Context: an optimization exercise on an open-source flow, tuned for small area and a short achievable clock period. The choices shown serve that exercise and are no tape-out recipe. Only simulation tests tie the RTL to the original design; equivalence was not proved. Power figures rest on the tool's default switching activity, not on a simulated workload.

## JK
Design fifo, start of the top module:
module fifo #(
    DATA_WIDTH = 32,
    DEPTH      = 32,
    SKID       = 0) (
    input  logic clkIn,
    input  logic rstIn,
    input  logic wrValidIn,
    output logic wrConsentOut,
    input  logic [DATA_WIDTH-1:0] wrDataIn,
    output logic rdValidOut,
    input  logic rdConsentIn,
    output logic [DATA_WIDTH-1:0] rdDataOut);
Size in the first run: about 2200 cells after synthesis, about 1100 flip-flops, ~70 I/O pins, roughly 39000 um2 of cells after synthesis.
export LEC_CHECK = 0
export CAP_MARGIN = 20
export CORE_MARGIN = 2
export CORE_UTILIZATION = 65
export CTS_CLUSTER_DIAMETER = 100
export CTS_CLUSTER_SIZE = 30
export SETUP_SLACK_MARGIN = 2.2
export SLEW_MARGIN = 20
create_clock -name core_clock -period 4.5 [get_ports {clkIn}]
run.sh (not shown) runs the stock make flow with config.mk's settings and CLKGATE_MAP_FILE= SYNTH_SCRIPT=/design/flow/synth_recipe.tcl, a recipe that flattens the netlist after the stock synthesis.
--- input diff JK..MS ---
- CTS_CLUSTER_DIAMETER: 100 -> 90
- SETUP_SLACK_MARGIN: 2.2 -> 2.4
- CTS_CLUSTER_SIZE: 30 -> 28
==> results.txt <==
Number of clock buffers in the layout, JK and MS, higher one = MS. Comparing JK against MS, there is no change at all in instance count of the mapped netlist. Delta (MS minus JK): number of buffers inserted during clock tree synthesis saw an increase, power share of the sequential group saw a decrease, multi-input gate share of the layout cell area saw little to no change. MS ended with more fraction of layout cells with a size suffix above 1 than JK.
The following lists how AL was set up differently from MS:
- a change of CTS_CLUSTER_DIAMETER from 90 to 100
- a change of CTS_CLUSTER_SIZE from 28 to 30
Notes after the runs:
AL completed; timing, DRC and antenna clean. Detailed-route wire length improves in AL relative to MS. On met2 routed wirelength, AL tracks MS almost exactly. Between AL and MS, the difference in net switching share of the total power is negligible. Via count sits lower in AL than in MS. Worst setup slack for register-to-register paths: AL better than MS. When AL is set beside MS, its final cell count turns out to be about 0.56% smaller. Relative to MS, the combinational group power of AL is lower by about 1%.
## Diff of input files: TR against AL
- SETUP_SLACK_MARGIN now 2.6, was 2.4
Results
TR: PASS, flow complete, no timing, DRC or antenna violations
Re worst reg-to-reg path cell count: TR and AL aren't equal, and the higher value belongs to TR.
TR — per-cell via count in the routed design about 2.8% higher, AL as reference
AL has a lower final area than TR.
Area of placed instances essentially unchanged between TR and AL.
When the final numbers for TR and AL were put side by side, the power density normalized to cell area turned out to be smaller in TR.
Leakage power total (TR over AL): increase, 0.82 nW

* * *

== run 1 ==
Another version of the RTL of fifo (not shown whole).
Size in the first run: ~2400 cells after synthesis, about 1100 flip-flops, ~70 I/O pins, ~0.040 mm^2 of cells after synthesis.
make LEC_CHECK=0 CAP_MARGIN=20 CORE_MARGIN=2 CORE_UTILIZATION=65 CTS_CLUSTER_DIAMETER=90 CTS_CLUSTER_SIZE=28 SETUP_SLACK_MARGIN=2.7 SLEW_MARGIN=20 TNS_END_PERCENT=10 finish   # period 4.5 ns
Edits applied to the flow inputs when going from run 1 to run 2:
# run 1
export LEC_CHECK = 0
export CAP_MARGIN = 20
export CORE_MARGIN = 2
export CORE_UTILIZATION = 65
export CTS_CLUSTER_DIAMETER = 90
export CTS_CLUSTER_SIZE = 28
export SETUP_SLACK_MARGIN = 2.7
export SLEW_MARGIN = 20
export TNS_END_PERCENT = 10
create_clock -name core_clock -period 4.5 [get_ports {clkIn}]
# run 2
export LEC_CHECK = 0
export CAP_MARGIN = 20
export CORE_MARGIN = 2
export CORE_UTILIZATION = 70
export CTS_CLUSTER_DIAMETER = 90
export CTS_CLUSTER_SIZE = 28
export SETUP_SLACK_MARGIN = 2.5
export SLEW_MARGIN = 20
create_clock -name core_clock -period 4.5 [get_ports {clkIn}]
Findings:
Width of the die was lower in run 2 than in run 1.
Looking at termination of the worst setup path, the countR[5] result is from run 2; the rdDataOut[27] one comes from run 1.
Run 2 does worse than run 1 on fmax.
[compare] base=run 1 new=run 2: setup slack now sits lower; combinational power -about 3.4%; part of the power in combinational logic decreased 0.2 points; total inserted antenna cells down 1.
Run 2 ends up with a sequential share of power that is 0.4 points higher than in run 1.
Input-level comparison between run 3 and run 2:
# run 2
export LEC_CHECK = 0
export CAP_MARGIN = 20
export CORE_MARGIN = 2
export CORE_UTILIZATION = 70
export CTS_CLUSTER_DIAMETER = 90
export CTS_CLUSTER_SIZE = 28
export SETUP_SLACK_MARGIN = 2.5
export SLEW_MARGIN = 20
create_clock -name core_clock -period 4.5 [get_ports {clkIn}]
# run 3
export LEC_CHECK = 0
export CAP_MARGIN = 20
export CORE_MARGIN = 2
export CORE_UTILIZATION = 65
export CTS_CLUSTER_DIAMETER = 90
export CTS_CLUSTER_SIZE = 28
export SETUP_SLACK_MARGIN = 2.5
export SLEW_MARGIN = 20
create_clock -name core_clock -period 4.5 [get_ports {clkIn}]
Findings:
Run 2 → run 3: sequential cell area share +0.16 points, routed wire length -0.40%, minimum clock period after layout -0.066 ns, switching part of the total power ~0 delta, post-CTS setup buffer count -6. On run 3: area growth from synthesis to final layout is 0.24 points lower than what run 2 gave. [compare] base=run 2 new=run 3: clock-buffer cell count now sits higher; design internal power held. Run 3 gives less global-route track usage on met2 than run 2 did.
Edits applied to the flow inputs when going from run 3 to run 4:
# run 3
export LEC_CHECK = 0
export CAP_MARGIN = 20
export CORE_MARGIN = 2
export CORE_UTILIZATION = 65
export CTS_CLUSTER_DIAMETER = 90
export CTS_CLUSTER_SIZE = 28
export SETUP_SLACK_MARGIN = 2.5
export SLEW_MARGIN = 20
create_clock -name core_clock -period 4.5 [get_ports {clkIn}]
# run 4
export LEC_CHECK = 0
export CAP_MARGIN = 20
export CORE_MARGIN = 2
export CORE_UTILIZATION = 65
export CTS_CLUSTER_DIAMETER = 100
export CTS_CLUSTER_SIZE = 30
export SETUP_SLACK_MARGIN = 2.6
export SLEW_MARGIN = 20
create_clock -name core_clock -period 4.5 [get_ports {clkIn}]
Findings:
Higher maximum single-stage delay on the critical path among run 3 and run 4: run 4. Run comparison: run 3 start point of the critical path headR[13]; run 4 start point of the critical path headR[0]. The post-placement cell count of run 4 and that of run 3 are within noise of each other. | standard cell area after detailed placement | run 4 vs run 3 | ≈ equal |. The final clock period utilization by the worst path in run 4 was higher than what run 3 gave. First-pass GRT wire length in run 4 vs run 3: up 1.6%. Run 3 → run 4: final critical-path required period moved up; routed length on met2 went up about 2.4%; power picked up an extra about 0.5%; maximum number of pins on one net before global-route repair up 14; signed area change from the synthesized netlist to the final layout has increased.

* * *

fifo again, from the RTL that the note above started with.
clock: 4.5 ns
lec_check: 0
cap_margin: 20
core_margin: 2
core_utilization: 65
cts_cluster_diameter: 90
cts_cluster_size: 28
setup_slack_margin: 2.6
slew_margin: 20
tns_end_percent: 10
The first run passed the timing, DRC and antenna checks.
==> next run, changes <==
CORE_UTILIZATION = 60   (was 65)
TNS_END_PERCENT = unset   (was 10)
After rerunning:
- The changed run completed without violations
- cell area climbs slightly
- power is about the same
- core utilization drops by 5.0 points
- count of clock-buffer cells in the layout does not change
- synthesized area does not change
- hold slack is about the same
- worst setup slack loses 0.074 ns
- die area climbs by a little under a tenth
==> next run, changes <==
CORE_UTILIZATION = 65   (was 60)
SETUP_SLACK_MARGIN = 2.4   (was 2.6)
Clock power went up by about 2%.
Fmax increases by 0.48%.
Total power went down by about 0.45%.
Routed wire length falls by 2.6%.
Combinational power fell by about 20%.
==> next run, changes <==
SETUP_SLACK_MARGIN = 2.45   (was 2.4)
=>
- The new run finished clean
- maximum frequency hardly moves
- clock power barely changes
- design area increases slightly
- synthesized area does not change
- non-clock buffer count came out higher by 2
- setup slack stays flat
- final cell count barely changes
==> next run, changes <==
SETUP_SLACK_MARGIN = 2.6   (was 2.45)
The changed run finished with timing, DRC and antenna clean.
Final area rises by 1.2%.
Cell count rises by 0.70%.
Hold slack loses 0.011 ns.
Sequential share of layout area falls by 0.78 points.
Sequential cell count does not change.
Count of clock-buffer cells in the layout falls by 1.
Total power rises by 0.38%.
Register-to-register slack gains 0.12 ns.
Non-clock buffer count rises by 24.
Combinational power rises by about 10%.
Setup slack gains 0.063 ns.

* * *

Another version of the RTL of fifo (not shown whole).
Size in the first run: ~2,200 cells after synthesis, about 1,100 flip-flops, ~39,000 um^2 of cells after synthesis.
export LEC_CHECK = 0
export CAP_MARGIN = 20
export CORE_MARGIN = 2
export CORE_UTILIZATION = 65
export CTS_CLUSTER_DIAMETER = 90
export CTS_CLUSTER_SIZE = 28
export SETUP_SLACK_MARGIN = 2.4
export SLEW_MARGIN = 85
create_clock -name core_clock -period 4.5 [get_ports {clkIn}]
Rerun with:
Settings changed: CTS_CLUSTER_DIAMETER 90 to 100, CTS_CLUSTER_SIZE 28 to 30, SLEW_MARGIN 85 to 20.
What happened: Combinational power falls by about 20%; global-route usage came out lower by 1.3 points; worst hold slack improves by 0.030 ns; area after synthesis does not change; via count drops by 7.3%; setup slack gets better by 0.079 ns; final area drops by about 9%.
Rerun with:
Settings changed: CORE_UTILIZATION 65 to 75, CTS_CLUSTER_DIAMETER 100 to 90, CTS_CLUSTER_SIZE 30 to 28.
What happened: The changed run completed without violations; worst hold slack stays flat; core utilization increases by 11 points; cell area stays flat; combinational power increases by 2.2%; clock skew increases by 0.0035 ns; die area decreases by 13%; critical path depth increases by 2; sequential power is about the same; synthesized area is unchanged; sequential share of layout area decreases by 0.16 points.

[static timing again, ports no longer ideal]
Ports are ideal in the flow. The routed layouts listed here were re-timed in OpenROAD. Step 1 (the two cells are an assumption about what drives the block):
set clk [get_ports {clkIn}]
set_driving_cell -lib_cell sky130_fd_sc_hd__clkbuf_16 $clk
set_driving_cell -lib_cell sky130_fd_sc_hd__buf_2 [delete_from_list [all_inputs] $clk]
Step 2, shift: input delay + t, output delay - t, t = (earliest + latest rising clock arrival at the registers) / 2. This alone moves slack from input paths to output paths. Slacks: ideal / step 1 / step 2; pairs: ideal / step 1.
| run | t, ns | setup slack, ns | worst slew at a driven data input, ns |
|---|---|---|---|
| JK | 0.676 | 2.119 / 2.119 / 1.645 | 0.09 |
| MS | 0.691 | 2.307 / 2.245 / 1.720 | 0.09 |
| AL | 0.688 | 2.329 / 2.267 / 1.774 | 0.09 |
| TR | 0.691 | 2.294 / 2.231 / 1.830 | 0.13 |
| run 1 | 0.703 | 2.447 / 2.381 / 1.865 | 0.08 |
| run 2 | 0.688 | 2.393 / 2.391 / 1.747 | 0.17 |
| run 3 | 0.692 | 2.460 / 2.393 / 1.874 | 0.08 |
| run 4 | 0.689 | 2.450 / 2.384 / 1.900 | 0.09 |
| the first run of note 3 | 0.702 | 2.458 / 2.389 / 1.903 | 0.09 |
| the second run of note 3 | 0.691 | 2.384 / 2.317 / 1.776 | 0.08 |
| the third run of note 3 | 0.702 | 2.394 / 2.329 / 1.660 | 0.16 |
| the fourth run of note 3 | 0.703 | 2.393 / 2.328 / 1.748 | 0.16 |
| the fifth run of note 3 | 0.694 | 2.456 / 2.392 / 1.874 | 0.09 |
| the first run of note 4 | 0.695 | 2.254 / 2.254 / 1.628 | 0.12 |
| the second run of note 4 | 0.684 | 2.333 / 2.333 / 1.782 | 0.12 |
| the third run of note 4 | 0.686 | 2.247 / 2.247 / 1.754 | 0.12 |
After both steps every run listed still meets setup and hold. For the third run of note 3, which loses most, drivers alone change the setup slack by -0.065 ns; drivers and shift together by -0.734 ns.
